From an optimization exercise on the open Yosys and OpenROAD flow, aimed at small area; shortcuts taken in it are not production practice. At most, simulation tests tie the RTL to the original design; equivalence was not proved. Function not checked in runs 1 to 5: the RTL went through the layout flow alone. No activity file was given, so power comes from the tool's default toggle rates.

--- design/flow/design.v ---
module counters
(
  input wire rst, clk, inc, hold,
  output wire [29:0] disp
);
reg [29:0] c;    
reg [29:0] d;
wire [29:0] n;
wire [8:0] i;
assign i[0] = inc;
localparam [8*5-1:0] LSB = {5'd26, 5'd22, 5'd19, 5'd15, 5'd12, 5'd8, 5'd4, 5'd0};
genvar k;
generate for (k = 0; k < 8; k = k + 1) begin : g
  localparam integer L = LSB[k*5 +: 5];
  if (k == 3 || k == 5) begin : six
    wire [2:0] b = c[L +: 3];
    wire a = i[k] & b[0];
    assign n[L]   = b[0] ^ i[k];
    assign n[L+1] = b[1] ^ (a & ~b[2]);
    assign n[L+2] = b[2] ^ (a & (b[2] | b[1]));
    assign i[k+1] = a & b[2];
  end else begin : ten
    wire [3:0] b = c[L +: 4];
    wire a = i[k] & b[0];
    assign n[L]   = b[0] ^ i[k];
    assign n[L+1] = b[1] ^ (a & ~b[3]);
    assign n[L+2] = b[2] ^ (a & b[1]);
    assign n[L+3] = b[3] ^ (a & (b[3] | (b[2] & b[1])));
    assign i[k+1] = a & b[3];
  end
end endgenerate
always @(posedge clk or posedge rst)
  if (rst) c <= 30'd0;
  else     c <= n;
always @(posedge clk)
  if (!hold) d <= c;
assign disp = d;
endmodule
module dcm
(
  input wire rst, clk,
  output wire tick_next, tick_500ms, tick_scan
);
reg [1:0] j;    
reg h;          
reg [4:0] q;    
reg [1:0] m;    
always @(posedge clk or posedge rst) begin
  if (rst) begin
    j <= 2'b00;
    h <= 1'b0;
    q <= 5'b11111;
    m <= 2'b00;
  end else begin
    j <= {j[0], ~j[1]};
    h <= h ^ (j[1] & ~j[0]);
    q <= {q[3:0], (q[4] ^ q[2]) | (q[3] & ~q[2] & q[0])};
    m <= {m[0], ~(m[0] | m[1])};
  end
end
assign tick_next  = ~j[1] & ~j[0];
assign tick_500ms = ~h & j[1] & ~j[0] & ~q[4] & q[3] & q[1] & q[0];
assign tick_scan  = m[1] & ~(j[1] ^ j[0]);
endmodule
module dspl_drv_NexysA7
(
  input clock, reset, tick, light,
  input [29:0] digits,
  output [7:0] an, dec_cat
);
  reg [2:0] s;
  reg [3:0] x;
  reg lit;
  reg [3:0] dig;
  always @* begin
    case (s)
      3'd0: dig = digits[3:0];
      3'd1: dig = digits[7:4];
      3'd2: dig = digits[11:8];
      3'd3: dig = {1'b0, digits[14:12]};
      3'd4: dig = digits[18:15];
      3'd5: dig = {1'b0, digits[21:19]};
      3'd6: dig = digits[25:22];
      default: dig = digits[29:26];
    endcase
  end
  always @(posedge clock or posedge reset) begin
    if (reset) begin
      s <= 3'd0;
      x <= 4'd0;
      lit <= 1'b0;
    end else if (tick) begin
      s <= s + 3'd1;
      x <= dig;
      lit <= light;
    end
  end
  genvar i;
  generate for (i = 0; i < 8; i = i + 1) begin : g_an
    assign an[i] = ~(lit & (s == ((i + 1) % 8)));
  end endgenerate
  wire sa = (~x[0] & ~x[1] & x[2]) | (x[0] & ~x[1] & ~x[2] & ~x[3]);
  wire sb = (x[0] & ~x[1] & x[2]) | (~x[0] & x[1] & x[2]);
  wire sc = ~x[0] & x[1] & ~x[2];
  wire sd = (~x[0] & ~x[1] & x[2]) | (x[0] & x[1] & x[2]) | (x[0] & ~x[1] & ~x[2] & ~x[3]);
  wire se = x[0] | (~x[1] & x[2]);
  wire sf = (x[1] & ~x[2]) | (x[0] & x[1]) | (x[0] & ~x[2] & ~x[3]);
  wire sg = (~x[1] & ~x[2] & ~x[3]) | (x[0] & x[1] & x[2]);
  assign dec_cat = {sa, sb, sc, sd, se, sf, sg, 1'b1};
endmodule
module dm
(
    input wire rst, clk, tick_500ms, splitcheck,
    output wire hold_next, light
);
reg splitswitch, lightswitch;
always @(posedge clk or posedge rst) begin
  if (rst)
    splitswitch <= 1'b0;
  else
    splitswitch <= splitswitch ^ splitcheck;
end
always @(posedge clk or posedge rst) begin
  if (rst)
    lightswitch <= 1'b1;
  else if (tick_500ms)
    lightswitch <= ~splitswitch | ~lightswitch;
end
assign hold_next = splitswitch ^ splitcheck;
assign light = lightswitch;
endmodule
module edge_detector_sintese
(
  input clk, rst, din,
  output rising,  
  output held0    
);
  reg [4:0] s;
  wire [4:0] n;
  always @(posedge clk or posedge rst)
    if (rst) s <= 5'd0;
    else     s <= n;
  assign n[0] = (~s[1] & s[4]) | (~s[0] & s[3] & ~s[4]) | (s[1] & s[2] & ~s[4]) |
                (~s[2] & ~s[3] & s[4]) | (s[0] & s[4] & din) | (~s[0] & ~s[1] & ~s[2] & din);
  assign n[1] = s[0] & ~(s[2] & s[3] & s[4] & ~din);
  assign n[2] = s[1] & ~(s[0] & s[2] & s[4] & ~din);
  assign n[3] = s[2] & ~(s[3] & s[4] & ~din);
  assign n[4] = s[3] & ~(s[2] & s[4] & ~din);
  assign rising = s[0] & ~s[1] & ~s[2] & ~s[3] & ~s[4];
  assign held0  = ~s[0] & s[1] & ~s[2] & ~s[3] & ~s[4];
endmodule
module top
(
    input wire clk, rst, start, stop, split,
    output wire [7:0] an, dec_ddp
);
wire start_ed, stop_ed, split_ed, split_h0;
wire tick_next, tick_500ms, tick_scan;
wire hold_next, light;
wire [29:0] disp;
edge_detector_sintese ed_start (.clk(clk), .rst(rst), .din(start), .rising(start_ed), .held0());
edge_detector_sintese ed_stop  (.clk(clk), .rst(rst), .din(stop),  .rising(stop_ed),  .held0());
edge_detector_sintese ed_split (.clk(clk), .rst(rst), .din(split), .rising(split_ed), .held0(split_h0));
dcm dcm (.rst(rst), .clk(clk), .tick_next(tick_next), .tick_500ms(tick_500ms), .tick_scan(tick_scan));
reg on, en;
wire in_split = en & split_h0;
always @(posedge clk or posedge rst) begin
    if (rst) begin
        on <= 1'b0;
        en <= 1'b0;
    end else begin
        on <= on ? (in_split | ~stop_ed) : start_ed;
        en <= on;
    end
end
counters counters (.rst(rst), .clk(clk), .inc(tick_next & on), .hold(hold_next), .disp(disp));
dm dm (.rst(rst), .clk(clk), .tick_500ms(tick_500ms), .splitcheck(split_ed),
       .hold_next(hold_next), .light(light));
dspl_drv_NexysA7 driver (.clock(clk), .reset(rst), .tick(tick_scan), .light(light),
                         .digits(disp), .an(an), .dec_cat(dec_ddp));
endmodule
--- design/flow/run.sh ---
#!/bin/bash
# synth_recipe.tcl (not shown) runs the flow's synth.tcl, then flattens the netlist and writes it again
# the make line also repeats each setting of config.mk as NAME=value (left out here)
make -C /OpenROAD-flow-scripts/flow DESIGN_CONFIG=/design/flow/config.mk WORK_HOME=/design/flow/orfs CLKGATE_MAP_FILE= SYNTH_SCRIPT=/design/flow/synth_recipe.tcl finish
--- design/flow/config.mk ---
export PLATFORM = sky130hd
export DESIGN_NAME = top
export DESIGN_NICKNAME = top
export VERILOG_FILES = /design/flow/design.v
export SDC_FILE = /design/flow/constraint.sdc
export NUM_CORES = 4
export LEC_CHECK = 0
export CAP_MARGIN = 20
export CORE_MARGIN = 2
export CORE_UTILIZATION = 40
export SLEW_MARGIN = 20
--- design/flow/constraint.sdc ---
create_clock -name core_clock -period 10.0 [get_ports {clk}]
set_input_delay 2.0000 -clock core_clock [delete_from_list [all_inputs] [get_ports {clk}]]
set_output_delay 2.0000 -clock core_clock [all_outputs]
set_load 0.01 [all_outputs]
==> results of run 1 <==
worst max-delay path, cell delays in order, from the launching register on:
cell,delay [ns]
dfrtp_1,0.78
inv_1,0.10
ha_1,0.26
nand2_1,0.08
clkdlybuf4s50_1,0.54
cell usage in the layout (no fill, tap or decap), drive strengths merged, types with 5 or more instances in the layout:
cell type	n
and2	9
dfstp	6
a21oi	10
a22oi	6
edfxtp	30
nand2	30
mux2	5
dfrtp	61
inv	19
clkdlybuf4s50	19
xnor2	15
mux2i	7
nor2	6
o21ai	11
nand3	10
nand2b	13
clkbuf	11
ha	16
cells by family (layout without fill, tap and decap cells):
logic type      count (synthesis)  after routing
other cells                     1              1
mux                            12             12
fa+ha+maj                      16             16
buf+inv                        37             56
simple gates                   86             86
compound gates                 54             54
xor+xnor                       18             18
flops                          97             97
metal layers:
metal	share of wire, %	GRT usage [%]	vias up
met5	0	0	-
met4	1.8	6.48	0
met3	3.3	3.49	9
met2	44	18.6	34
met1	50	18.5	1130
li1	-	-	1141
power by group through the flow:
stage               clock network [mW]  logic (mW)  registers (mW)
floorplan                            0       0.195           0.609
global placement                     0       0.225           0.641
detailed placement                   0       0.234           0.646
CTS                              0.239       0.234           0.639
global route                     0.257       0.260           0.657
finish                           0.230       0.228           0.639
cell type report:
type	instances	share of cell area, %
flip-flops and latches	97	57.3
multi-input cells	187	28.8
repair buffers	21	4.55
clock inverters	5	0.666
well taps	133	3.69
inverters	19	1.58
clock buffers	11	3.36
registers in the layout, summed over array words and instances, names as in the netlist, 2 cells and up:
name	cells
counters.d	30
dcm.j	2
counters.c	30
dcm.q	5
ed_split.s	5
driver.x	4
ed_stop.s	5
ed_start.s	5
driver.s	3
dcm.m	2
worst max path at each step:
stage / startpoint / to / slack, ns
2_1_floorplan: dcm.j[0] / counters.c[29] / 6.16
3_3_place_gp: dcm.j[0] / counters.c[29] / 5.95
3_5_place_dp: dcm.j[0] / counters.c[29] / 5.89
4_1_cts: driver.s[2] / an[2] / 5.84
5_1_grt: dcm.j[0] / counters.c[29] / 5.54
6_report: driver.s[2] / an[2] / 5.89
==> reports/metrics.yaml, run 1 <==
timing:
  fmax_mhz: 243
  relSlewSlack_pct: 45.0
  period_needed_ns: 4.11
  holdWs_ns: 0.372
  tightest_slew_ns: 0.825
  finClkSkew_ns: 0.00860
  setup_viol: 0
  fin_crit_sh_pct: 41.1
  finalHoldViolCount: 0
  fin_ws_ns: 5.89
  tns_ns: 0
  grt_setup_unrepaired: "false"
  drv_slew: 0
synth:
  yosysMostFrequentCell: "dfrtp_1"
  async_flop_share_pct: 69.1
  synth-edff-count: 30
  synth_top_cell_area_share_pct: 37.5
  seq_area_frac_synth_pct: 63.5
  syn_area_per_cell_um2: 12.7
  synthFlopType: "dfrtp_1"
  synth_fa_ha_area_share_pct: 4.91
  synthTopCellsByArea: "dfrtp_1 37%, edfxtp_1 22%, ha_1 4.9%"
  ys_ff_latch: 97
  netlist_top_cells_count: "61 x dfrtp_1, 30 x edfxtp_1, 30 x nand2_1"
  yosysTopAreaCell: "dfrtp_1"
  synth_top_family_by_area: "simple AND/OR/NAND/NOR gates"
  netlist_area_um2: 4070
  syn_inst: 321
  yosysWarnings: 6
  synth_compound_area_share_pct: 8.97
  muxShareOfSynthArea_pct: 3.10
  synth_simple_gate_area_share_pct: 10.8
  synth-xor-area-share_pct: 3.87
  synthDistinctLibCells: 44
  synth_nets: 342
place:
  placed_cell_area_um2: 4330
  gp_congestion: 0.753
  dpl.cell_count: 457
  pre_cts_ws_ns: 5.89
  dp_hpwl_um: 4330
  port_buffers: 19
finish:
  regArea_um2: 2580
  finalNonFillerCells: 473
  utilization_pct: 45.9
  num-nets-final: 356
  multi_input_area_um2: 1300
  fin_area_um2: 4510
  num-fill-cells: 903
  n_antenna_cell: 0
  drive_above_1_share_pct: 10.0
  syn_to_final_growth_pct: 10.7
route:
  drtPass1Iterations: 5
  vias: 2314
  ant_nets: 0
  vias_per_cell: 4.89
  totalWireLength_um: 6350
  remaining_drc_errors: 0
  detail_route.wl_per_cell_um: 13.4
  drtIter0Drc: 95
power_and_ir_drop:
  switchingPower_mw: 0.335
  power_density_nw_per_um2: 243
  p_sw_share_pct: 30.5
  total_power_mw: 1.10
  p_int_mw: 0.763
  vdd_ir_drop_max_v: 0.0000790
  power.leakage_nw: 1.92
  pwr-share-seq_pct: 58.3
  combPwrFrac_pct: 20.8
  pwr-share-clk_pct: 20.9
outcome:
  status: "timing/DRC/antenna clean"
die:
  dieWidth_um: 105
  die_area_um2: 11000
  rows: 36
  coreArea_um2: 9820
  io_pins: 21
  start_util_pct: 41.5
  die_h_um: 105
worst_setup_path:
  startpoint_type: "flop"
  r2r_slack_ns: 5.90
  r2r_cells: 20
  required_ns: 8.00
  regToRegEndpoint: "counters.c[29]"
  cp.arrival_ns: 2.11
  rr_startpoint: "dcm.j[0]"
  crit_type: "reg2out"
  cp_max_fo: 21
  cp-end-kind: "output port"
worst_hold_path:
  hold_path.class: "reg2reg"
  whs_path_depth: 0
  min_from: "dcm.q[1]"
  hold_end: "dcm.q[2]"
clock_tree:
  post_cts_resized: 0
  cts.sinks: 97
  cts-root-buf: "clkbuf_8"
  hold_buffers: 0
  ctsLongestPathBuffers: 2
  insertion_delay_ns: 0.36
  cts_tree: "yes"
  cts_inserted_buffers: 9
  clk_pin_slew_ns: 0.08
  post-cts-setup-buffer-count: 0
  cts_max_level: 3
run:
  cap_violations: 0
global_route:
  grt_usage_pct: 13.1
  first_global_vias: 2293
  grt_start_max_net_pins: 68
  grt_pass1_wl_um: 11300
  grt_overflow: 0
  antenna_found_initial: 0
==> run 2: changes to the inputs <==
--- a/design/flow/config.mk
+++ b/design/flow/config.mk
@@ -9,3 +9,4 @@
 export CORE_MARGIN = 2
 export CORE_UTILIZATION = 40
+export CTS_BUF_LIST = sky130_fd_sc_hd__clkbuf_4 sky130_fd_sc_hd__clkbuf_8
 export SLEW_MARGIN = 20
==> run 2 against run 1 <==
Still clean on timing, DRC and antenna; register-to-register slack hardly changed; critical path depth stayed put; design area unchanged; setup slack unchanged; clock-buffer cell count stayed put; first-iteration DRC count unchanged; utilization unchanged; global-route usage stayed put; sequential share of layout area unchanged; critical path type unchanged; largest cell class unchanged; highest routed layer unchanged.
==> reports/metrics.yaml, run 2 <==
timing:
  relSlewSlack_pct: 45.0  # unchanged
  period_needed_ns: 4.11  # unchanged
  tns_ns: 0  # unchanged
  fin_crit_sh_pct: 41.1  # unchanged
  finClkSkew_ns: 0.00860  # unchanged
  grt_setup_unrepaired: "false"  # unchanged
  finalHoldViolCount: 0  # unchanged
  holdWs_ns: 0.372  # unchanged
  setup_viol: 0  # unchanged
  fmax_mhz: 243  # unchanged
  drv_slew: 0  # unchanged
  tightest_slew_ns: 0.825  # unchanged
synth:
  synthFlopType: "dfrtp_1"  # unchanged
  yosysWarnings: 6  # unchanged
  yosysTopAreaCell: "dfrtp_1"  # unchanged
  synthTopCellsByArea: "dfrtp_1 37%, edfxtp_1 22%, ha_1 4.9%"  # unchanged
  syn_area_per_cell_um2: 12.7  # unchanged
  synth-edff-count: 30  # unchanged
  synth_top_family_by_area: "simple AND/OR/NAND/NOR gates"  # unchanged
  synth_fa_ha_area_share_pct: 4.91  # unchanged
  netlist_top_cells_count: "61 x dfrtp_1, 30 x edfxtp_1, 30 x nand2_1"  # unchanged
  seq_area_frac_synth_pct: 63.5  # unchanged
  synth-xor-area-share_pct: 3.87  # unchanged
  yosysMostFrequentCell: "dfrtp_1"  # unchanged
  async_flop_share_pct: 69.1  # unchanged
  netlist_area_um2: 4070  # unchanged
  synth_compound_area_share_pct: 8.97  # unchanged
  synth_top_cell_area_share_pct: 37.5  # unchanged
  ys_ff_latch: 97  # unchanged
  synth_simple_gate_area_share_pct: 10.8  # unchanged
  synth_nets: 342  # unchanged
  synthDistinctLibCells: 44  # unchanged
  syn_inst: 321  # unchanged
  muxShareOfSynthArea_pct: 3.10  # unchanged
clock_tree:
  cts_inserted_buffers: 9  # unchanged
  cts_max_level: 3  # unchanged
  ctsLongestPathBuffers: 2  # unchanged
  post-cts-setup-buffer-count: 0  # unchanged
  hold_buffers: 0  # unchanged
  cts.sinks: 97  # unchanged
  insertion_delay_ns: 0.36  # about the same
  clk_pin_slew_ns: 0.08  # about the same
  cts_tree: "yes"  # unchanged
  cts-root-buf: "clkbuf_8"  # unchanged
  post_cts_resized: 0  # unchanged
finish:
  num-fill-cells: 903  # unchanged
  reg_top3: "counters.c x30, counters.d x30"  # unchanged
  syn_to_final_growth_pct: 10.7  # unchanged
  finalNonFillerCells: 473  # unchanged
  layout_common_cells: "61 x dfrtp_1, 30 x nand2_1, 30 x edfxtp_1"  # unchanged
  n_antenna_cell: 0  # unchanged
  drive_above_1_share_pct: 10.0  # unchanged
  num-nets-final: 356  # unchanged
  final_common_cell: "dfrtp_1"  # unchanged
place:
  gp_congestion: 0.753  # unchanged
  port_buffers: 19  # unchanged
  dpl.cell_count: 457  # unchanged
  dp_hpwl_um: 4330  # unchanged
worst_setup_path:
  path_cells: "inv_1, ha_1, nand2_1, clkdlybuf4s50_1"  # unchanged
  crit_type: "reg2out"  # unchanged
  cp-end-kind: "output port"  # unchanged
  cp.arrival_ns: 2.11  # about the same
  required_ns: 8.00  # about the same
  cp_max_fo: 21  # unchanged
  crit_family: "flip-flops"  # unchanged
  cp_slowest_stage_delay_ns: 0.78  # about the same
  startpoint_type: "flop"  # unchanged
  cp_slowest_cell: "dfrtp_1"  # unchanged
  path_buf_inv: 2  # unchanged
route:
  remaining_drc_errors: 0  # unchanged
  ant_nets: 0  # unchanged
  totalWireLength_um: 6350  # unchanged
  vias: 2314  # unchanged
  detail_route.wl_per_cell_um: 13.4  # unchanged
  drtIter0Drc: 95  # unchanged
  drtPass1Iterations: 5  # unchanged
  vias_per_cell: 4.89  # unchanged
power_and_ir_drop:
  power_density_nw_per_um2: 243  # unchanged
  vdd_ir_drop_max_v: 0.0000790  # unchanged
  power.leakage_nw: 1.92  # unchanged
die:
  die_area_um2: 11000  # unchanged
  io_pins: 21  # unchanged
  rows: 36  # unchanged
  dieWidth_um: 105  # unchanged
  coreArea_um2: 9820  # unchanged
  die_h_um: 105  # unchanged
  start_util_pct: 41.5  # unchanged
global_route:
  antenna_found_initial: 0  # unchanged
  grt_start_max_net_pins: 68  # unchanged
  grt_overflow: 0  # unchanged
  first_global_vias: 2293  # unchanged
  grt_usage_pct: 13.1  # unchanged
  grt_pass1_wl_um: 11300  # unchanged
worst_hold_path:
  hold_path.class: "reg2reg"  # unchanged
outcome:
  status: "timing/DRC/antenna clean"  # unchanged
run:
  cap_violations: 0  # unchanged
==> run 2: cell counts in the layout (fill, tap and decap cells not counted) <==
Identical to the previous run, type by type.
==> run 2: final timing paths <==
path | start | to | slack [ns] | cells past startpoint
worst min-delay path | dcm.q[1] | dcm.q[2] | 0.37 | 0
min in group asynchronous | rst | ed_stop.s[4] | 2.20 | 3
worst min register to register | dcm.q[1] | dcm.q[2] | 0.37 | 0
worst max-delay path | driver.s[2] | an[2] | 5.89 | 4
max in group asynchronous | rst | driver.x[1] | 7.26 | 3
worst max register to register | dcm.j[0] | counters.c[29] | 5.90 | 20
==> run 2: power by group <==
part,internal (mW),total (mW),switching (mW)
clock,0.103,0.230,0.127
combinational,0.111,0.228,0.117
sequential,0.548,0.639,0.0907
==> run 2: through the flow <==
stage	util (%)	area [um2]	power [mW]	setup WS (ns)
after CTS	45.9	4510	1.11	5.84
after detailed placement	44.1	4330	0.880	5.89
final	45.9	4510	1.10	5.89
after global routing	45.9	4510	1.17	5.54
after global placement	44.1	4330	0.867	5.95
after floorplan	-	4070	0.804	6.16
==> run 2: kinds of logic (layout without fill, tap and decap cells) <==
| logic type | count (synthesis) | count (layout) |
|---|---|---|
| flops | 97 | 97 |
| compound gates | 54 | 54 |
| other cells | 1 | 1 |
| fa+ha+maj | 16 | 16 |
| simple gates | 86 | 86 |
| xor+xnor | 18 | 18 |
| buf+inv | 37 | 56 |
| mux | 12 | 12 |
==> run 2: per-layer routing <==
| layer | wire [um] | global-route usage [%] | vias to the layer above |
|---|---|---|---|
| li1 | - | - | 1141 |
| met1 | 3200 | 18.5 | 1130 |
| met2 | 2820 | 18.6 | 34 |
| met3 | 208 | 3.49 | 9 |
| met4 | 115 | 6.48 | 0 |
| met5 | 0 | 0 | - |
==> run 2: area by class of cell <==
class | count | area [um2] | share of cell area [%]
timing repair buffer | 21 | 205 | 4.55
clock inverter | 5 | 30.0 | 0.666
clock buffer | 11 | 151 | 3.36
tap | 133 | 166 | 3.69
inverter | 19 | 71.3 | 1.58
multi-input combinational | 187 | 1300 | 28.8
sequential | 97 | 2580 | 57.3
==> run 3: changes to the inputs <==
==> design/flow/flow/run.sh (new file) <==
#!/bin/bash
# Standard layout; the full output of the flow goes to flow.log here.
set -e
bash standard.sh > flow.log 2>&1
==> design/flow/standard.sh (new file) <==
#!/bin/bash
# synth_recipe.tcl (not shown) runs the flow's synth.tcl, then flattens the netlist and writes it again
# the make line also repeats each setting of config.mk as NAME=value (left out here)
make -C /OpenROAD-flow-scripts/flow DESIGN_CONFIG=/design/flow/config.mk WORK_HOME=/design/flow/orfs CLKGATE_MAP_FILE= SYNTH_SCRIPT=/design/flow/synth_recipe.tcl "${@:-finish}"
--- a/design/flow/config.mk
+++ b/design/flow/config.mk
@@ -9,4 +9,3 @@
 export CORE_MARGIN = 2
 export CORE_UTILIZATION = 40
-export CTS_BUF_LIST = sky130_fd_sc_hd__clkbuf_4 sky130_fd_sc_hd__clkbuf_8
 export SLEW_MARGIN = 20
removed: design/flow/run.sh
==> run 3 against run 2 <==
Still clean on timing, DRC and antenna; register-to-register slack is essentially flat; critical path depth is the same; clock power is essentially flat; setup slack is the same.
==> reports/metrics.yaml, run 3 <==
power_and_ir_drop:
  pwr-share-seq_pct: 58.3  # about the same
  p_sw_share_pct: 30.5  # unchanged
  power.leakage_nw: 1.92  # unchanged
  vdd_ir_drop_max_v: 0.0000790  # unchanged
  p_int_mw: 0.763  # unchanged
  switchingPower_mw: 0.335  # unchanged
  power_density_nw_per_um2: 243  # unchanged
  pwr-share-clk_pct: 20.9  # about the same
  combPwrFrac_pct: 20.8  # about the same
clock_tree:
  cts_max_level: 3  # unchanged
  post_cts_resized: 0  # unchanged
  clk_pin_slew_ns: 0.08  # about the same
  cts.sinks: 97  # unchanged
  hold_buffers: 0  # unchanged
  cts_inserted_buffers: 9  # unchanged
  insertion_delay_ns: 0.36  # about the same
  ctsLongestPathBuffers: 2  # unchanged
  post-cts-setup-buffer-count: 0  # unchanged
  cts_tree: "yes"  # unchanged
  cts-root-buf: "clkbuf_8"  # unchanged
synth:
  async_flop_share_pct: 69.1  # unchanged
  netlist_top_cells_count: "61 x dfrtp_1, 30 x edfxtp_1, 30 x nand2_1"  # unchanged
  syn_area_per_cell_um2: 12.7  # unchanged
  synthTopCellsByArea: "dfrtp_1 37%, edfxtp_1 22%, ha_1 4.9%"  # unchanged
  synth_top_cell_area_share_pct: 37.5  # unchanged
  ys_ff_latch: 97  # unchanged
  synthFlopType: "dfrtp_1"  # unchanged
  netlist_area_um2: 4070  # unchanged
  syn_inst: 321  # unchanged
  yosysMostFrequentCell: "dfrtp_1"  # unchanged
  synth-edff-count: 30  # unchanged
  yosysTopAreaCell: "dfrtp_1"  # unchanged
  seq_area_frac_synth_pct: 63.5  # unchanged
  yosysWarnings: 6  # unchanged
  synthDistinctLibCells: 44  # unchanged
  synth_nets: 342  # unchanged
finish:
  num-nets-final: 356  # unchanged
  syn_to_final_growth_pct: 10.7  # unchanged
  layout_common_cells: "61 x dfrtp_1, 30 x nand2_1, 30 x edfxtp_1"  # unchanged
  reg_top3: "counters.c x30, counters.d x30"  # unchanged
  final_common_cell: "dfrtp_1"  # unchanged
  finalNonFillerCells: 473  # unchanged
  num-fill-cells: 903  # unchanged
  multi_input_area_um2: 1300  # unchanged
  drive_above_1_share_pct: 10.0  # unchanged
  n_antenna_cell: 0  # unchanged
  regArea_um2: 2580  # unchanged
worst_setup_path:
  path_buf_inv: 2  # unchanged
  cp_max_fo: 21  # unchanged
  cp_slowest_stage_delay_ns: 0.78  # about the same
  crit_family: "flip-flops"  # unchanged
  startpoint: "driver.s[2]"  # unchanged
  rr_startpoint: "dcm.j[0]"  # unchanged
  crit_type: "reg2out"  # unchanged
  required_ns: 8.00  # about the same
  r2r_cells: 20  # unchanged
  startpoint_type: "flop"  # unchanged
  cp-end-kind: "output port"  # unchanged
  cp_slowest_cell: "dfrtp_1"  # unchanged
  path_depth: 4  # unchanged
  regToRegEndpoint: "counters.c[29]"  # unchanged
  path_cells: "inv_1, ha_1, nand2_1, clkdlybuf4s50_1"  # unchanged
  cp.arrival_ns: 2.11  # about the same
  r2r_slack_ns: 5.90  # about the same
  critPathCapture: "an[2]"  # unchanged
die:
  die_h_um: 105  # unchanged
  io_pins: 21  # unchanged
  rows: 36  # unchanged
  dieWidth_um: 105  # unchanged
  coreArea_um2: 9820  # unchanged
  start_util_pct: 41.5  # unchanged
  die_area_um2: 11000  # unchanged
timing:
  drv_slew: 0  # unchanged
  relSlewSlack_pct: 45.0  # unchanged
  tns_ns: 0  # unchanged
  finClkSkew_ns: 0.00860  # unchanged
  grt_setup_unrepaired: "false"  # unchanged
  fmax_mhz: 243  # unchanged
  holdWs_ns: 0.372  # unchanged
  finalHoldViolCount: 0  # unchanged
  period_needed_ns: 4.11  # unchanged
  tightest_slew_ns: 0.825  # unchanged
  fin_crit_sh_pct: 41.1  # unchanged
  setup_viol: 0  # unchanged
global_route:
  first_global_vias: 2293  # unchanged
  grt_pass1_wl_um: 11300  # unchanged
  antenna_found_initial: 0  # unchanged
  grt_start_max_net_pins: 68  # unchanged
  grt_usage_pct: 13.1  # unchanged
  grt_overflow: 0  # unchanged
route:
  drtPass1Iterations: 5  # unchanged
  totalWireLength_um: 6350  # unchanged
  drtIter0Drc: 95  # unchanged
  ant_nets: 0  # unchanged
  vias: 2314  # unchanged
  detail_route.wl_per_cell_um: 13.4  # unchanged
  vias_per_cell: 4.89  # unchanged
  remaining_drc_errors: 0  # unchanged
place:
  port_buffers: 19  # unchanged
  dpl.cell_count: 457  # unchanged
  gp_congestion: 0.753  # unchanged
  dp_hpwl_um: 4330  # unchanged
worst_hold_path:
  min_from: "dcm.q[1]"  # unchanged
  whs_path_depth: 0  # unchanged
  hold_path.class: "reg2reg"  # unchanged
run:
  cap_violations: 0  # unchanged
outcome:
  status: "timing/DRC/antenna clean"  # unchanged
## run 3: worst min-delay path by stage
stage	end	slack [ns]
CTS	dcm.q[2]	0.37
finish	dcm.q[2]	0.37
global route	dcm.q[2]	0.38
floorplan	dcm.q[2]	0.35
detailed placement	dcm.q[2]	0.36
global placement	dcm.q[2]	0.36
## run 3: routing by layer
layer,global-route usage [%],vias up,part of all wire (%)
li1,-,1141,-
met1,18.5,1130,50
met2,18.6,34,44
met3,3.49,9,3.3
met4,6.48,0,1.8
met5,0,-,0
## run 3: cells by family (layout without fill, tap and decap cells)
kind of cell | Yosys count | after routing | share of synthesized area, %
fa+ha+maj | 16 | 16 | 4.91
other cells | 1 | 1 | 0.0920
simple gates | 86 | 86 | 10.8
compound gates | 54 | 54 | 8.97
mux | 12 | 12 | 3.10
flops | 97 | 97 | 63.5
xor+xnor | 18 | 18 | 3.87
buf+inv | 37 | 56 | 4.82
## run 3: power by group through the flow
stage	Sequential [mW]	Combinational, mW	Clock [mW]
4_1_cts	0.639	0.234	0.239
3_3_place_gp	0.641	0.225	0
3_5_place_dp	0.646	0.234	0
5_1_grt	0.657	0.260	0.257
2_1_floorplan	0.609	0.195	0
6_report	0.639	0.228	0.230
## run 3: final cells by class
cell class / count / area share, %
flip-flops and latches: 97 / 57.3
repair buffers: 21 / 4.55
clock buffers: 11 / 3.36
multi-input cells: 187 / 28.8
inverters: 19 / 1.58
clock inverters: 5 / 0.666
well taps: 133 / 3.69
## run 3: per-stage QoR
step                      setup WS, ns  power, mW  util, %  area [um2]
after CTS                         5.84       1.11     45.9        4510
after global placement            5.95      0.867     44.1        4330
final                             5.89       1.10     45.9        4510
after detailed placement          5.89      0.880     44.1        4330
after global routing              5.54       1.17     45.9        4510
after floorplan                   6.16      0.804        -        4070
==> run 4: changes to the inputs <==
==> design/flow/flow/run.sh (replaced) <==
#!/bin/bash
# Standard layout, with the port buffers made of the smallest buffer cell.
# The full output of the flow goes to flow.log here.
set -e
bash standard.sh "BUFFER_PORTS_ARGS=-buffer_cell sky130_fd_sc_hd__buf_1" finish > flow.log 2>&1
==> run 4 against run 3 <==
Still clean on timing, DRC and antenna; clock power increased by 8%; total power decreased by 1.0%; utilization decreased by 1.1 points; sequential power about the same; synthesized cell count unchanged; final cell count unchanged; combinational power decreased by 12%; wire length about the same; maximum frequency about the same; critical path depth increased by 16; clock-buffer cell count decreased by 2; highest routed layer unchanged.
==> reports/metrics.yaml, run 4 <==
outcome:
  status: "timing/DRC/antenna clean"  # unchanged
global_route:
  grt_usage_pct: 12.9  # was 13.1%
  antenna_found_initial: 0  # unchanged
  first_global_vias: 2274  # was 2,293
  grt_pass1_wl_um: 11100  # was 11,300 um
  grt_overflow: 0  # unchanged
  grt_start_max_net_pins: 68  # unchanged
finish:
  drive_above_1_share_pct: 9.71  # was 10.0%
  n_antenna_cell: 0  # unchanged
  num-nets-final: 356  # unchanged
  syn_to_final_growth_pct: 8.05  # was 10.7%
  fin_area_um2: 4400  # was 4510 um2
  num-fill-cells: 918  # was 903
  final_common_cell: "dfrtp_1"  # unchanged
  layout_common_cells: "61 x dfrtp_1, 30 x nand2_1, 30 x edfxtp_1"  # unchanged
  reg_top3: "counters.c x30, counters.d x30"  # unchanged
place:
  gp_congestion: 0.756  # was 0.753
  pre_cts_ws_ns: 5.88  # was 5.89 ns
  port_buffers: 19  # unchanged
  placed_cell_area_um2: 4210  # was 4330 um2
  dp_hpwl_um: 4360  # was 4330 um
synth:
  synth_nets: 342  # unchanged
  yosysMostFrequentCell: "dfrtp_1"  # unchanged
  yosysTopAreaCell: "dfrtp_1"  # unchanged
  yosysWarnings: 6  # unchanged
  async_flop_share_pct: 69.1  # unchanged
  synthTopCellsByArea: "dfrtp_1 37%, edfxtp_1 22%, ha_1 4.9%"  # unchanged
  syn_area_per_cell_um2: 12.7  # unchanged
  ys_ff_latch: 97  # unchanged
  syn_inst: 321  # unchanged
  synth-edff-count: 30  # unchanged
  synth_top_cell_area_share_pct: 37.5  # unchanged
  synthDistinctLibCells: 44  # unchanged
  seq_area_frac_synth_pct: 63.5  # unchanged
  synthFlopType: "dfrtp_1"  # unchanged
  netlist_top_cells_count: "61 x dfrtp_1, 30 x edfxtp_1, 30 x nand2_1"  # unchanged
  netlist_area_um2: 4070  # unchanged
timing:
  fin_crit_sh_pct: 41.1  # about the same
  setup_viol: 0  # unchanged
  fin_ws_ns: 5.89  # about the same
  relSlewSlack_pct: 44.6  # was 45.0%
  period_needed_ns: 4.11  # about the same
  grt_setup_unrepaired: "false"  # unchanged
  tightest_slew_ns: 0.831  # was 0.825 ns
  finClkSkew_ns: 0.00945  # was 0.00860 ns
  drv_slew: 0  # unchanged
  fmax_mhz: 243  # about the same
  finalHoldViolCount: 0  # unchanged
  tns_ns: 0  # unchanged
route:
  ant_nets: 0  # unchanged
  drtPass1Iterations: 5  # unchanged
  drtIter0Drc: 174  # was 95
  vias_per_cell: 4.84  # was 4.89
  detail_route.wl_per_cell_um: 13.4  # about the same
  vias: 2287  # was 2,314
  totalWireLength_um: 6350  # about the same
  remaining_drc_errors: 0  # unchanged
die:
  die_h_um: 105  # unchanged
  rows: 36  # unchanged
  coreArea_um2: 9820  # unchanged
  io_pins: 21  # unchanged
  start_util_pct: 41.5  # unchanged
  die_area_um2: 11000  # unchanged
  dieWidth_um: 105  # unchanged
power_and_ir_drop:
  pwr-share-clk_pct: 23.0  # was 20.9%
  total_power_mw: 1.09  # was 1.10 mW
  power_density_nw_per_um2: 247  # was 243 nW/um2
  vdd_ir_drop_max_v: 0.0000890  # was 0.0000790 V
  switchingPower_mw: 0.337  # was 0.335 mW
  power.leakage_nw: 1.87  # was 1.92 nW
  p_int_mw: 0.749  # was 0.763 mW
  p_sw_share_pct: 31.0  # was 30.5%
  combPwrFrac_pct: 18.4  # was 20.8%
  pwr-share-seq_pct: 58.6  # was 58.3%
clock_tree:
  hold_buffers: 0  # unchanged
  clk_pin_slew_ns: 0.09  # was 0.08 ns
  post_cts_resized: 0  # unchanged
  cts_inserted_buffers: 9  # unchanged
  cts.sinks: 97  # unchanged
  cts_max_level: 3  # unchanged
  ctsLongestPathBuffers: 2  # unchanged
  insertion_delay_ns: 0.36  # about the same
  cts-root-buf: "clkbuf_8"  # unchanged
  cts_tree: "yes"  # unchanged
  post-cts-setup-buffer-count: 0  # unchanged
worst_setup_path:
  regToRegEndpoint: "counters.c[27]"  # was counters.c[29]
  crit_type: "reg2reg"  # was reg2out
  r2r_slack_ns: 5.89  # was 5.90 ns
  worst_path_most_repeated_cell: "ha_1"
  cp_slowest_stage_delay_ns: 0.37  # was 0.78 ns
  r2r_cells: 20  # unchanged
  path_buf_inv: 1  # was 2
  crit_family: "adder cells"  # was flip-flops
  required_ns: 10.28  # was 8.00 ns
  cp_slowest_cell: "dfrtp_1"  # unchanged
  cp_max_fo: 5  # was 21
  startpoint: "dcm.j[0]"  # was driver.s[2]
  cp-end-kind: "flop"  # was output port
  startpoint_type: "flop"  # unchanged
  path_cells: "inv_1, ha_1, and2_1, ha_1, and2_1, ha_1, and2_1, ha_1, and2_1, ha_1, and2_1, ha_1, and2_1, ha_1, and2_1, ha_1, and2_1, ha_1, nand2b_1, xnor2_1"  # was inv_1, ha_1, nand2_1, clkdlybuf4s50_1
  path_depth: 20  # was 4
  cp.arrival_ns: 4.39  # was 2.11 ns
  critPathCapture: "counters.c[27]"  # was an[2]
  rr_startpoint: "dcm.j[0]"  # unchanged
run:
  cap_violations: 0  # unchanged
worst_hold_path:
  hold_path.class: "reg2reg"  # unchanged
[run 4: cell types whose count changed in the layout (fill, tap and decap cells not counted), moves of 2 or more]
cell             change
buf_1               +19
inv_6                +2
clkbuf_8             -2
clkdlybuf4s50_1     -19
[run 4: area by class of cell]
type	count	area [um2]	share of cell area, %
flip-flops and latches	97	2580	58.7
inverters	19	71.3	1.62
repair buffers	21	86.3	1.96
clock inverters	7	68.8	1.56
multi-input cells	187	1300	29.5
well taps	133	166	3.78
clock buffers	9	124	2.81
[run 4: logic make-up after synthesis]
family	synth area share (%)
AND/OR/NAND/NOR	10.8
buffers and inverters	4.82
multiplexers	3.10
XOR/XNOR	3.87
other	0.0920
AO/OA/AOI/OAI	8.97
flip-flops	63.5
adder cells (fa/ha/maj)	4.91
[run 4: how the worst min path moves through the flow]
stage,end,cells past startpoint,startpoint
floorplan,dcm.q[2],0,dcm.q[1]
global placement,dcm.q[2],0,dcm.q[1]
detailed placement,dcm.q[2],0,dcm.q[1]
CTS,dcm.q[2],0,dcm.q[1]
global route,dcm.q[2],0,dcm.q[1]
finish,dcm.q[2],0,dcm.q[1]
[run 4: metrics by stage]
step | hold slack [ns] | util, % | cells
after floorplan | 0.354 | - | 321
after global placement | 0.357 | 42.9 | 457
after detailed placement | 0.357 | 42.9 | 457
after CTS | 0.370 | 44.8 | 473
after global routing | 0.376 | 44.8 | 473
final | 0.369 | 44.8 | 473
[run 4: worst register-to-register path: cells and delay by family (launching register included)]
kind | cells | cell delay [ns]
AND/OR/NAND/NOR | 9 | 1.42
flip-flops | 1 | 0.37
adder cells (fa/ha/maj) | 9 | 2.04
XOR/XNOR | 1 | 0.12
buffers and inverters | 1 | 0.07
[run 4: power groups by stage]
stage                     sequential (mW)  clock (mW)  combinational, mW
after global routing                0.656       0.272              0.228
final                               0.637       0.249              0.200
after floorplan                     0.609           0              0.195
after CTS                           0.637       0.258              0.203
after global placement              0.641           0              0.197
after detailed placement            0.644           0              0.203
[run 4: metal layers]
layer / vias up / global-route usage, % / share of wire [%]
met5: - / 0 / 0
met1: 1098 / 17.5 / 51
li1: 1144 / - / -
met3: 9 / 4.30 / 3.9
met4: 0 / 5.14 / 1.7
met2: 36 / 19.2 / 44
==> run 5: changes to the inputs <==
==> design/flow/flow/run.sh (replaced) <==
#!/bin/bash
set -e
bash standard.sh "BUFFER_PORTS_ARGS=-buffer_cell sky130_fd_sc_hd__buf_1" "CTS_ARGS=-sink_clustering_enable -repair_clock_nets -buf_list sky130_fd_sc_hd__clkbuf_8 -dont_use_dummy_load" finish > flow.log 2>&1
==> run 5 against run 4 <==
Maximum frequency grew 0.35%; register-to-register slack is essentially flat; die area is the same; area after synthesis is the same; combinational power is essentially flat; global-route usage is essentially flat; critical endpoint unchanged; wire length shrank 0.11%; sequential power is essentially flat; via count grew 1.1%; setup slack gained 0.014 ns.
==> reports/metrics.yaml, run 5 <==
worst_setup_path:
  cp.arrival_ns: 4.37  # was 4.39 ns
  cp_slowest_cell: "dfrtp_1"  # unchanged
  cp-end-kind: "flop"  # unchanged
  path_buf_inv: 1  # unchanged
  worst_path_most_repeated_cell: "ha_1"  # unchanged
  required_ns: 10.27  # was 10.28 ns
  path_cells: "inv_1, ha_1, and2_1, ha_1, and2_1, ha_1, and2_1, ha_1, and2_1, ha_1, and2_1, ha_1, and2_1, ha_1, and2_1, ha_1, and2_1, ha_1, nand2b_1, xnor2_1"  # unchanged
  r2r_slack_ns: 5.91  # was 5.89 ns
  r2r_cells: 20  # unchanged
  crit_family: "adder cells"  # unchanged
  cp_max_fo: 5  # unchanged
  startpoint: "dcm.j[1]"  # was dcm.j[0]
  path_depth: 20  # unchanged
  cp_slowest_stage_delay_ns: 0.36  # was 0.37 ns
  crit_type: "reg2reg"  # unchanged
  regToRegEndpoint: "counters.c[27]"  # unchanged
  startpoint_type: "flop"  # unchanged
  rr_startpoint: "dcm.j[1]"  # was dcm.j[0]
  critPathCapture: "counters.c[27]"  # unchanged
clock_tree:
  post-cts-setup-buffer-count: 0  # unchanged
  post_cts_resized: 0  # unchanged
  cts_tree: "yes"  # unchanged
  cts_inserted_buffers: 9  # unchanged
  ctsLongestPathBuffers: 2  # unchanged
  insertion_delay_ns: 0.36  # about the same
  clk_pin_slew_ns: 0.08  # was 0.09 ns
  cts-root-buf: "clkbuf_8"  # unchanged
  cts_max_level: 3  # unchanged
  hold_buffers: 0  # unchanged
  cts.sinks: 97  # unchanged
finish:
  syn_to_final_growth_pct: 6.36  # was 8.05%
  final_common_cell: "dfrtp_1"  # unchanged
  layout_common_cells: "61 x dfrtp_1, 30 x nand2_1, 30 x edfxtp_1"  # unchanged
  utilization_pct: 44.1  # was 44.8%
  n_antenna_cell: 0  # unchanged
  num-nets-final: 356  # unchanged
  drive_above_1_share_pct: 8.41  # was 9.71%
  regArea_um2: 2580  # unchanged
  num-fill-cells: 915  # was 918
  multi_input_area_um2: 1300  # unchanged
  reg_top3: "counters.c x30, counters.d x30"  # unchanged
synth:
  netlist_area_um2: 4070  # unchanged
  yosysWarnings: 6  # unchanged
  yosysTopAreaCell: "dfrtp_1"  # unchanged
  async_flop_share_pct: 69.1  # unchanged
  synth_top_cell_area_share_pct: 37.5  # unchanged
  netlist_top_cells_count: "61 x dfrtp_1, 30 x edfxtp_1, 30 x nand2_1"  # unchanged
  synth-edff-count: 30  # unchanged
  synthFlopType: "dfrtp_1"  # unchanged
  synthTopCellsByArea: "dfrtp_1 37%, edfxtp_1 22%, ha_1 4.9%"  # unchanged
  ys_ff_latch: 97  # unchanged
  yosysMostFrequentCell: "dfrtp_1"  # unchanged
  synthDistinctLibCells: 44  # unchanged
  syn_area_per_cell_um2: 12.7  # unchanged
  syn_inst: 321  # unchanged
  seq_area_frac_synth_pct: 63.5  # unchanged
  synth_nets: 342  # unchanged
global_route:
  grt_start_max_net_pins: 68  # unchanged
  grt_pass1_wl_um: 11100  # about the same
  antenna_found_initial: 0  # unchanged
  grt_usage_pct: 12.9  # about the same
  first_global_vias: 2276  # was 2,274
  grt_overflow: 0  # unchanged
timing:
  fmax_mhz: 244  # was 243 MHz
  finalHoldViolCount: 0  # unchanged
  finClkSkew_ns: 0.0269  # was 0.00945 ns
  fin_ws_ns: 5.91  # was 5.89 ns
  drv_slew: 0  # unchanged
  grt_setup_unrepaired: "false"  # unchanged
  period_needed_ns: 4.09  # was 4.11 ns
  relSlewSlack_pct: 44.9  # was 44.6%
  fin_crit_sh_pct: 40.9  # was 41.1%
  holdWs_ns: 0.368  # was 0.369 ns
  tns_ns: 0  # unchanged
  setup_viol: 0  # unchanged
  tightest_slew_ns: 0.827  # was 0.831 ns
power_and_ir_drop:
  power.leakage_nw: 1.84  # was 1.87 nW
  vdd_ir_drop_max_v: 0.0000781  # was 0.0000890 V
  power_density_nw_per_um2: 238  # was 247 nW/um2
route:
  totalWireLength_um: 6340  # was 6350 um
  drtPass1Iterations: 6  # was 5
  vias: 2312  # was 2,287
  detail_route.wl_per_cell_um: 13.6  # was 13.4 um
  ant_nets: 0  # unchanged
  drtIter0Drc: 156  # was 174
  vias_per_cell: 4.96  # was 4.84
  remaining_drc_errors: 0  # unchanged
die:
  rows: 36  # unchanged
  die_h_um: 105  # unchanged
  die_area_um2: 11000  # unchanged
  dieWidth_um: 105  # unchanged
  coreArea_um2: 9820  # unchanged
  io_pins: 21  # unchanged
  start_util_pct: 41.5  # unchanged
outcome:
  status: "timing/DRC/antenna clean"  # unchanged
worst_hold_path:
  hold_path.class: "reg2reg"  # unchanged
place:
  pre_cts_ws_ns: 5.88  # unchanged
  dp_hpwl_um: 4360  # unchanged
  port_buffers: 19  # unchanged
  gp_congestion: 0.756  # unchanged
run:
  cap_violations: 0  # unchanged
run 5: cell families (layout without fill, tap and decap cells):
family | count (synthesis) | count (layout) | synth area share (%)
xor+xnor | 18 | 18 | 3.87
simple gates | 86 | 86 | 10.8
mux | 12 | 12 | 3.10
other cells | 1 | 1 | 0.0920
buf+inv | 37 | 49 | 4.82
compound gates | 54 | 54 | 8.97
fa+ha+maj | 16 | 16 | 4.91
flops | 97 | 97 | 63.5
run 5: layer usage:
| layer | GRT usage, % | wire, um | part of all wire [%] |
|---|---|---|---|
| met3 | 4.80 | 244 | 3.8 |
| met5 | 0 | 0 | 0 |
| met1 | 17.2 | 3210 | 51 |
| met2 | 19.0 | 2770 | 44 |
| met4 | 5.33 | 116 | 1.8 |
run 5: worst min path at each step:
stage / startpoint / to / slack (ns) / cells after the start
final: dcm.q[1] / dcm.q[2] / 0.37 / 0
after global routing: dcm.q[1] / dcm.q[2] / 0.38 / 0
after CTS: dcm.q[1] / dcm.q[2] / 0.37 / 0
after detailed placement: dcm.q[1] / dcm.q[2] / 0.36 / 0
after global placement: dcm.q[1] / dcm.q[2] / 0.36 / 0
after floorplan: dcm.q[1] / dcm.q[2] / 0.35 / 0
run 5: layout make-up:
cell class                 instances  area share, %
tap                              133           3.84
clock buffer                       9           2.86
sequential                        97           59.7
multi-input combinational        187           30.0
timing repair buffer              21           1.99
inverter                          19           1.65
run 5: report_power, final:
part           switching [mW]  leakage [nW]  internal, mW
registers              0.0896          1.17         0.549
clock network           0.114        0.0647        0.0808
logic                   0.114         0.600        0.0850
total                   0.317          1.84         0.715
run 5: worst register-to-register path, stage by stage, from the launching register on:
cell	delay [ns]
dfrtp_1	0.36
inv_1	0.08
ha_1	0.18
and2_1	0.15
ha_1	0.24
and2_1	0.18
ha_1	0.24
and2_1	0.15
ha_1	0.24
and2_1	0.17
ha_1	0.23
and2_1	0.17
ha_1	0.24
and2_1	0.17
ha_1	0.21
and2_1	0.14
ha_1	0.24
and2_1	0.17
ha_1	0.21
nand2b_1	0.11
xnor2_1	0.12
run 5: through the flow:
| step | cells | area (um2) | total power [mW] |
|---|---|---|---|
| final | 466 | 4330 | 1.03 |
| after global routing | 466 | 4330 | 1.10 |
| after CTS | 466 | 4330 | 1.04 |
| after detailed placement | 457 | 4210 | 0.847 |
| after global placement | 457 | 4210 | 0.838 |
| after floorplan | 321 | 4070 | 0.804 |
==> run 6: changes to the inputs <==
--- a/design/flow/design.v
+++ b/design/flow/design.v
@@ -72,17 +72,13 @@
   reg [3:0] x;
   reg lit;
-  reg [3:0] dig;
-  always @* begin
-    case (s)
-      3'd0: dig = digits[3:0];
-      3'd1: dig = digits[7:4];
-      3'd2: dig = digits[11:8];
-      3'd3: dig = {1'b0, digits[14:12]};
-      3'd4: dig = digits[18:15];
-      3'd5: dig = {1'b0, digits[21:19]};
-      3'd6: dig = digits[25:22];
-      default: dig = digits[29:26];
-    endcase
-  end
+  wire [7:0] oh;
+  genvar i;
+  generate for (i = 0; i < 8; i = i + 1) begin : g_oh
+    assign oh[i] = (s == i);
+  end endgenerate
+  wire [3:0] dig = ({4{oh[0]}} & digits[3:0])  | ({4{oh[1]}} & digits[7:4]) |
+                   ({4{oh[2]}} & digits[11:8]) | ({4{oh[3]}} & {1'b0, digits[14:12]}) |
+                   ({4{oh[4]}} & digits[18:15]) | ({4{oh[5]}} & {1'b0, digits[21:19]}) |
+                   ({4{oh[6]}} & digits[25:22]) | ({4{oh[7]}} & digits[29:26]);
   always @(posedge clock or posedge reset) begin
     if (reset) begin
@@ -96,7 +92,6 @@
     end
   end
-  genvar i;
   generate for (i = 0; i < 8; i = i + 1) begin : g_an
-    assign an[i] = ~(lit & (s == ((i + 1) % 8)));
+    assign an[i] = ~(lit & oh[(i + 1) % 8]);
   end endgenerate
   wire sa = (~x[0] & ~x[1] & x[2]) | (x[0] & ~x[1] & ~x[2] & ~x[3]);
@@ -133,6 +128,5 @@
 (
   input clk, rst, din,
-  output rising,  
-  output held0    
+  output rising   
 );
   reg [4:0] s;
@@ -141,12 +135,12 @@
     if (rst) s <= 5'd0;
     else     s <= n;
-  assign n[0] = (~s[1] & s[4]) | (~s[0] & s[3] & ~s[4]) | (s[1] & s[2] & ~s[4]) |
-                (~s[2] & ~s[3] & s[4]) | (s[0] & s[4] & din) | (~s[0] & ~s[1] & ~s[2] & din);
-  assign n[1] = s[0] & ~(s[2] & s[3] & s[4] & ~din);
-  assign n[2] = s[1] & ~(s[0] & s[2] & s[4] & ~din);
-  assign n[3] = s[2] & ~(s[3] & s[4] & ~din);
-  assign n[4] = s[3] & ~(s[2] & s[4] & ~din);
-  assign rising = s[0] & ~s[1] & ~s[2] & ~s[3] & ~s[4];
-  assign held0  = ~s[0] & s[1] & ~s[2] & ~s[3] & ~s[4];
+  wire z    = ~(s[1] | s[2] | s[3] | s[4]);
+  wire wait_ = z & ~s[0];
+  wire last = &s;
+  wire clr  = last & ~din;
+  wire g    = ~((s[1] & ~s[2] & ~s[4]) | (~s[1] & s[3] & s[4]) | (s[2] & ~s[3] & ~s[4]));
+  assign n[0]   = (wait_ | last) ? din : g;
+  assign n[4:1] = s[3:0] & ~{4{clr}};
+  assign rising = z & s[0];
 endmodule
 module top
@@ -155,21 +149,20 @@
     output wire [7:0] an, dec_ddp
 );
-wire start_ed, stop_ed, split_ed, split_h0;
+wire start_ed, stop_ed, split_ed;
 wire tick_next, tick_500ms, tick_scan;
 wire hold_next, light;
 wire [29:0] disp;
-edge_detector_sintese ed_start (.clk(clk), .rst(rst), .din(start), .rising(start_ed), .held0());
-edge_detector_sintese ed_stop  (.clk(clk), .rst(rst), .din(stop),  .rising(stop_ed),  .held0());
-edge_detector_sintese ed_split (.clk(clk), .rst(rst), .din(split), .rising(split_ed), .held0(split_h0));
+edge_detector_sintese ed_start (.clk(clk), .rst(rst), .din(start), .rising(start_ed));
+edge_detector_sintese ed_stop  (.clk(clk), .rst(rst), .din(stop),  .rising(stop_ed));
+edge_detector_sintese ed_split (.clk(clk), .rst(rst), .din(split), .rising(split_ed));
 dcm dcm (.rst(rst), .clk(clk), .tick_next(tick_next), .tick_500ms(tick_500ms), .tick_scan(tick_scan));
-reg on, en;
-wire in_split = en & split_h0;
+reg on, in_split;
 always @(posedge clk or posedge rst) begin
     if (rst) begin
         on <= 1'b0;
-        en <= 1'b0;
+        in_split <= 1'b0;
     end else begin
         on <= on ? (in_split | ~stop_ed) : start_ed;
-        en <= on;
+        in_split <= on & split_ed;
     end
 end
==> run 6 against run 5 <==
Still clean on timing, DRC and antenna; wire length increased by 0.85%; final cell count decreased by 1.3%; first-iteration DRC count decreased by 49%; largest cell class unchanged.
==> reports/metrics.yaml, run 6 <==
synth:
  yosysWarnings: 6  # unchanged
  yosysMostFrequentCell: "dfrtp_1"  # unchanged
  synthTopCellsByArea: "dfrtp_1 38%, edfxtp_1 22%, ha_1 5.0%"  # was dfrtp_1 37%, edfxtp_1 22%, ha_1 4.9%
  synth_nets: 333  # was 342
  synthDistinctLibCells: 41  # was 44
  synthFlopType: "dfrtp_1"  # unchanged
  syn_area_per_cell_um2: 12.9  # was 12.7 um2
  netlist_area_um2: 4010  # was 4070 um2
  ys_ff_latch: 97  # unchanged
  synth-edff-count: 30  # unchanged
  netlist_top_cells_count: "61 x dfrtp_1, 30 x edfxtp_1, 27 x nand2_1"  # was 61 x dfrtp_1, 30 x edfxtp_1, 30 x nand2_1
  async_flop_share_pct: 69.1  # unchanged
  syn_inst: 312  # was 321
  synth_top_cell_area_share_pct: 38.1  # was 37.5%
  yosysTopAreaCell: "dfrtp_1"  # unchanged
  seq_area_frac_synth_pct: 64.4  # was 63.5%
worst_setup_path:
  cp.arrival_ns: 4.26  # was 4.37 ns
  startpoint_type: "flop"  # unchanged
  cp-end-kind: "flop"  # unchanged
  cp_max_fo: 5  # unchanged
  required_ns: 10.27  # about the same
  startpoint: "dcm.j[0]"  # was dcm.j[1]
  crit_type: "reg2reg"  # unchanged
  rr_startpoint: "dcm.j[0]"  # was dcm.j[1]
timing:
  grt_setup_unrepaired: "false"  # unchanged
  setup_viol: 0  # unchanged
  tightest_slew_ns: 0.837  # was 0.827 ns
  drv_slew: 0  # unchanged
  period_needed_ns: 3.99  # was 4.09 ns
  finalHoldViolCount: 0  # unchanged
  tns_ns: 0  # unchanged
  fmax_mhz: 251  # was 244 MHz
  fin_crit_sh_pct: 39.9  # was 40.9%
  finClkSkew_ns: 0.0366  # was 0.0269 ns
  relSlewSlack_pct: 44.2  # was 44.9%
route:
  drtIter0Drc: 79  # was 156
  remaining_drc_errors: 0  # unchanged
  totalWireLength_um: 6400  # was 6340 um
  drtPass1Iterations: 4  # was 6
  vias_per_cell: 4.88  # was 4.96
  detail_route.wl_per_cell_um: 13.9  # was 13.6 um
  ant_nets: 0  # unchanged
  vias: 2244  # was 2,312
power_and_ir_drop:
  total_power_mw: 0.965  # was 1.03 mW
  vdd_ir_drop_max_v: 0.000122  # was 0.0000781 V
  power_density_nw_per_um2: 224  # was 238 nW/um2
  power.leakage_nw: 1.82  # was 1.84 nW
place:
  placed_cell_area_um2: 4180  # was 4210 um2
  dp_hpwl_um: 4430  # was 4360 um
  gp_congestion: 0.710  # was 0.756
  port_buffers: 19  # unchanged
clock_tree:
  post_cts_resized: 0  # unchanged
  cts_inserted_buffers: 9  # unchanged
  cts-root-buf: "clkbuf_8"  # unchanged
  ctsLongestPathBuffers: 2  # unchanged
  clk_pin_slew_ns: 0.09  # was 0.08 ns
  cts.sinks: 97  # unchanged
  post-cts-setup-buffer-count: 0  # unchanged
  hold_buffers: 0  # unchanged
  insertion_delay_ns: 0.36  # about the same
  cts_max_level: 3  # unchanged
  cts_tree: "yes"  # unchanged
die:
  coreArea_um2: 9770  # was 9820 um2
  start_util_pct: 41.0  # was 41.5%
  io_pins: 21  # unchanged
  dieWidth_um: 104  # was 105 um
  rows: 36  # unchanged
  die_h_um: 104  # was 105 um
  die_area_um2: 10800  # was 11,000 um2
worst_hold_path:
  hold_path.class: "reg2reg"  # unchanged
  min_from: "dcm.q[1]"  # unchanged
global_route:
  grt_start_max_net_pins: 68  # unchanged
  antenna_found_initial: 0  # unchanged
  first_global_vias: 2191  # was 2,276
  grt_usage_pct: 12.8  # was 12.9%
  grt_pass1_wl_um: 10900  # was 11,100 um
  grt_overflow: 0  # unchanged
finish:
  syn_to_final_growth_pct: 7.33  # was 6.36%
  multi_input_area_um2: 1290  # was 1300 um2
  fin_area_um2: 4310  # was 4330 um2
  num-fill-cells: 925  # was 915
  n_antenna_cell: 0  # unchanged
  reg_top3: "counters.c x30, counters.d x30"  # unchanged
  regArea_um2: 2580  # unchanged
  drive_above_1_share_pct: 8.87  # was 8.41%
  final_common_cell: "dfrtp_1"  # unchanged
  num-nets-final: 350  # was 356
  layout_common_cells: "61 x dfrtp_1, 30 x edfxtp_1, 27 x nand2_1"  # was 61 x dfrtp_1, 30 x nand2_1, 30 x edfxtp_1
outcome:
  status: "timing/DRC/antenna clean"  # unchanged
run:
  cap_violations: 0  # unchanged
run 6: cell types whose count changed in the layout (fill, tap and decap cells not counted), moves of 4 or more:
cell     before  now
nor2b_1       4   11
a22oi_1       6    0
nor2_1        6   12
inv_1        18   14
nand3_1      10    6
o21ai_0       7   11
run 6: stage by stage:
stage          std cells  util [%]  setup WS [ns]  hold WS (ns)
2_1_floorplan        312         -           6.24         0.354
3_3_place_gp         451      42.8           6.07         0.355
3_5_place_dp         451      42.8           5.98         0.359
4_1_cts              460      44.0           5.98         0.373
5_1_grt              460      44.0           5.75         0.382
6_report             460      44.0           6.01         0.372
run 6: worst max-delay path, stage by stage (launching register included):
cell and delay (ns):
dfrtp_1 0.36, inv_1 0.07, ha_1 0.19, and2_1 0.15, ha_1 0.24, and2_1 0.17
ha_1 0.23, and2_1 0.15, ha_1 0.24, and2_1 0.17, ha_1 0.22, and2_1 0.15
ha_1 0.24, and2_1 0.18, ha_1 0.21, and2_1 0.14, ha_1 0.22, and2_1 0.15
ha_1 0.21, nand2b_1 0.10, xnor2_1 0.13
run 6: metal layers:
| metal | global-route usage (%) | part of all wire (%) | up-vias |
|---|---|---|---|
| met5 | 0 | 0 | - |
| met4 | 7.24 | 2.5 | 0 |
| met3 | 2.51 | 3.2 | 13 |
| met2 | 18.9 | 44 | 48 |
| met1 | 17.8 | 50 | 1086 |
| li1 | - | - | 1097 |
run 6: layout make-up:
class,instances,area share (%)
Multi-Input combinational cell,185,29.9
Tap cell,133,3.87
Timing Repair Buffer,21,2.01
Sequential cell,97,60.0
Clock buffer,9,2.88
Inverter,15,1.31
run 6: power by group:
part	leakage [nW]	switching, mW	internal (mW)	total [mW]
clock	0.0647	0.116	0.0809	0.197
sequential	1.18	0.0648	0.522	0.587
combinational	0.581	0.0989	0.0819	0.181
total	1.82	0.280	0.685	0.965
run 6: kinds of logic (layout without fill, tap and decap cells):
logic type,count (synthesis),count (layout),share of synthesized area [%]
and+or+nand+nor,93,93,12.1
buffers and inverters,30,45,3.65
xor gates and xnor gates,19,19,4.15
DFF,97,97,64.4
muxes,9,9,2.40
adders and majority gates,16,16,4.99
other,1,1,0.0935
AOI/OAI and AO/OA,47,47,8.20
run 6: final timing paths:
path / endpoint / slack [ns] / cells past startpoint
max in group asynchronous: counters.c[23] / 7.57 / 3
worst min register to register: dcm.q[2] / 0.37 / 0
worst max register to register: counters.c[27] / 6.01 / 20
min in group asynchronous: counters.c[20] / 1.87 / 3
worst min-delay path: dcm.q[2] / 0.37 / 0
worst max-delay path: counters.c[27] / 6.01 / 20
==> run 7: changes to the inputs <==
==> design/flow/flow/run.sh (replaced) <==
#!/bin/bash
set -e
bash standard.sh "BUFFER_PORTS_ARGS=-buffer_cell sky130_fd_sc_hd__buf_1" "CTS_ARGS=-sink_clustering_enable -repair_clock_nets -buf_list sky130_fd_sc_hd__clkbuf_8 -dont_use_dummy_load -sink_clustering_size 30 -sink_clustering_max_diameter 200 -sink_clustering_levels 1" finish > flow.log 2>&1
==> run 7 against run 6 <==
Via count stayed put; final cell count stayed put; hold slack stayed put; first-iteration DRC count stayed put; register-to-register slack hardly changed; critical path type unchanged; clock-buffer cell count stayed put; utilization stayed put; total power stayed put; highest routed layer unchanged; wire length stayed put; still clean.
==> reports/metrics.yaml, run 7 <==
worst_setup_path:
  cp-end-kind: "flop"  # unchanged
  cp_slowest_cell: "dfrtp_1"  # unchanged
  path_cells: "inv_1, ha_1, and2_1, ha_1, and2_1, ha_1, and2_1, ha_1, and2_1, ha_1, and2_1, ha_1, and2_1, ha_1, and2_1, ha_1, and2_1, ha_1, nand2b_1, xnor2_1"  # unchanged
  path_buf_inv: 1  # unchanged
  r2r_slack_ns: 6.01  # about the same
  r2r_cells: 20  # unchanged
  cp.arrival_ns: 4.26  # about the same
  rr_startpoint: "dcm.j[0]"  # unchanged
  cp_slowest_stage_delay_ns: 0.36  # about the same
  worst_path_most_repeated_cell: "ha_1"  # unchanged
  required_ns: 10.27  # about the same
  crit_type: "reg2reg"  # unchanged
  cp_max_fo: 5  # unchanged
  path_depth: 20  # unchanged
  critPathCapture: "counters.c[27]"  # unchanged
  crit_family: "adder cells"  # unchanged
  regToRegEndpoint: "counters.c[27]"  # unchanged
  startpoint_type: "flop"  # unchanged
  startpoint: "dcm.j[0]"  # unchanged
finish:
  fin_area_um2: 4310  # unchanged
  reg_top3: "counters.c x30, counters.d x30"  # unchanged
  drive_above_1_share_pct: 8.87  # unchanged
  multi_input_area_um2: 1290  # unchanged
  num-nets-final: 350  # unchanged
  layout_common_cells: "61 x dfrtp_1, 30 x edfxtp_1, 27 x nand2_1"  # unchanged
  regArea_um2: 2580  # unchanged
  final_common_cell: "dfrtp_1"  # unchanged
  num-fill-cells: 925  # unchanged
  n_antenna_cell: 0  # unchanged
  syn_to_final_growth_pct: 7.33  # unchanged
timing:
  finClkSkew_ns: 0.0366  # unchanged
  drv_slew: 0  # unchanged
  fmax_mhz: 251  # unchanged
  fin_crit_sh_pct: 39.9  # unchanged
  setup_viol: 0  # unchanged
  tightest_slew_ns: 0.837  # unchanged
  tns_ns: 0  # unchanged
  finalHoldViolCount: 0  # unchanged
  grt_setup_unrepaired: "false"  # unchanged
  relSlewSlack_pct: 44.2  # unchanged
  period_needed_ns: 3.99  # unchanged
clock_tree:
  cts_inserted_buffers: 9  # unchanged
  ctsLongestPathBuffers: 2  # unchanged
  hold_buffers: 0  # unchanged
  cts_tree: "yes"  # unchanged
  insertion_delay_ns: 0.36  # about the same
  cts-root-buf: "clkbuf_8"  # unchanged
  post-cts-setup-buffer-count: 0  # unchanged
  clk_pin_slew_ns: 0.09  # about the same
  cts.sinks: 97  # unchanged
  cts_max_level: 3  # unchanged
  post_cts_resized: 0  # unchanged
worst_hold_path:
  whs_path_depth: 0  # unchanged
  hold_path.class: "reg2reg"  # unchanged
synth:
  netlist_top_cells_count: "61 x dfrtp_1, 30 x edfxtp_1, 27 x nand2_1"  # unchanged
  yosysMostFrequentCell: "dfrtp_1"  # unchanged
  synthDistinctLibCells: 41  # unchanged
  synth_top_family_by_area: "simple AND/OR/NAND/NOR gates"  # unchanged
  seq_area_frac_synth_pct: 64.4  # unchanged
  synth_compound_area_share_pct: 8.20  # unchanged
  synthTopCellsByArea: "dfrtp_1 38%, edfxtp_1 22%, ha_1 5.0%"  # unchanged
  synth_top_cell_area_share_pct: 38.1  # unchanged
  synth-edff-count: 30  # unchanged
  synth_nets: 333  # unchanged
  synth_simple_gate_area_share_pct: 12.1  # unchanged
  synthFlopType: "dfrtp_1"  # unchanged
  syn_inst: 312  # unchanged
  synth_fa_ha_area_share_pct: 4.99  # unchanged
  muxShareOfSynthArea_pct: 2.40  # unchanged
  synth-xor-area-share_pct: 4.15  # unchanged
  yosysTopAreaCell: "dfrtp_1"  # unchanged
  yosysWarnings: 6  # unchanged
  netlist_area_um2: 4010  # unchanged
  async_flop_share_pct: 69.1  # unchanged
  ys_ff_latch: 97  # unchanged
  syn_area_per_cell_um2: 12.9  # unchanged
die:
  start_util_pct: 41.0  # unchanged
  die_area_um2: 10800  # unchanged
  die_h_um: 104  # unchanged
  coreArea_um2: 9770  # unchanged
  io_pins: 21  # unchanged
  dieWidth_um: 104  # unchanged
  rows: 36  # unchanged
place:
  gp_congestion: 0.710  # unchanged
  port_buffers: 19  # unchanged
  placed_cell_area_um2: 4180  # unchanged
  dp_hpwl_um: 4430  # unchanged
route:
  remaining_drc_errors: 0  # unchanged
  vias_per_cell: 4.88  # unchanged
  detail_route.wl_per_cell_um: 13.9  # unchanged
  drtPass1Iterations: 4  # unchanged
  drtIter0Drc: 79  # unchanged
  ant_nets: 0  # unchanged
  vias: 2244  # unchanged
  totalWireLength_um: 6400  # unchanged
global_route:
  grt_overflow: 0  # unchanged
  first_global_vias: 2191  # unchanged
  grt_pass1_wl_um: 10900  # unchanged
  grt_usage_pct: 12.8  # unchanged
  grt_start_max_net_pins: 68  # unchanged
  antenna_found_initial: 0  # unchanged
outcome:
  status: "timing/DRC/antenna clean"  # unchanged
power_and_ir_drop:
  power_density_nw_per_um2: 224  # unchanged
  vdd_ir_drop_max_v: 0.000122  # unchanged
  power.leakage_nw: 1.82  # unchanged
run:
  cap_violations: 0  # unchanged
-- run 7: final cells by class --
cell class	instances	area share, %
Sequential cell	97	60.0
Multi-Input combinational cell	185	29.9
Tap cell	133	3.87
Clock buffer	9	2.88
Timing Repair Buffer	21	2.01
Inverter	15	1.31
-- run 7: per-stage QoR --
| stage | utilization, % | total power, mW | cells | worst slack [ns] | hold WS [ns] |
|---|---|---|---|---|---|
| finish | 44.0 | 0.965 | 460 | 6.01 | 0.372 |
| detailed placement | 42.8 | 0.779 | 451 | 5.98 | 0.359 |
| global placement | 42.8 | 0.771 | 451 | 6.07 | 0.355 |
| floorplan | - | 0.738 | 312 | 6.24 | 0.354 |
| CTS | 44.0 | 0.977 | 460 | 5.98 | 0.373 |
| global route | 44.0 | 1.02 | 460 | 5.75 | 0.382 |
-- run 7: worst min path at each step --
stage	start	to	slack, ns
after floorplan	dcm.q[1]	dcm.q[2]	0.35
after global placement	dcm.q[1]	dcm.q[2]	0.35
after detailed placement	dcm.q[1]	dcm.q[2]	0.36
after CTS	dcm.q[1]	dcm.q[2]	0.37
after global routing	dcm.q[1]	dcm.q[2]	0.38
final	dcm.q[1]	dcm.q[2]	0.37
-- run 7: where the power goes --
part / leakage, nW / internal [mW] / total [mW] / switching (mW)
combinational: 0.581 / 0.0819 / 0.181 / 0.0989
sequential: 1.18 / 0.522 / 0.587 / 0.0648
clock: 0.0647 / 0.0809 / 0.197 / 0.116
-- run 7: cells by family after synthesis --
family          after synthesis
simple gates                 93
other cells                   1
compound gates               47
buf+inv                      30
xor+xnor                     19
fa+ha+maj                    16
flops                        97
mux                           9
-- run 7: per-layer routing --
layer / share of wire, % / global-route usage [%] / up-vias
met5: 0 / 0 / -
met4: 2.5 / 7.24 / 0
met3: 3.2 / 2.51 / 13
met2: 44 / 18.9 / 48
met1: 50 / 17.8 / 1086
li1: - / - / 1097

==> port drivers added, routing unchanged <==
The flow's constraints put no driver on any port. The routed layouts listed below were extracted and timed again, unchanged, in two steps.
Step 1 (the two cells are an assumption about what drives the block):
set clk [get_ports {clk}]
set_driving_cell -lib_cell sky130_fd_sc_hd__clkbuf_16 $clk
set_driving_cell -lib_cell sky130_fd_sc_hd__buf_2 [delete_from_list [all_inputs] $clk]
Step 2 also shifts input and output timing later by t, the mid clock arrival at the registers, as if the neighbouring blocks saw the same clock.
a / b / c = ideal / step 1 / step 2; a / b = the first two.
run	t (ns)	slack for setup (ns)	slew at the worst register clock pin (ns)
run 1	0.386	5.891 / 5.859 / 5.899	0.09 / 0.09
run 2	0.386	5.891 / 5.859 / 5.899	0.09 / 0.09
run 3	0.386	5.891 / 5.859 / 5.899	0.09 / 0.09
run 4	0.388	5.891 / 5.891 / 5.891	0.09 / 0.09
run 5	0.384	5.905 / 5.905 / 5.905	0.10 / 0.10
run 6	0.376	6.012 / 6.012 / 6.012	0.10 / 0.10
run 7	0.376	6.012 / 6.012 / 6.012	0.10 / 0.10
After both steps setup and hold are still met in every run listed.
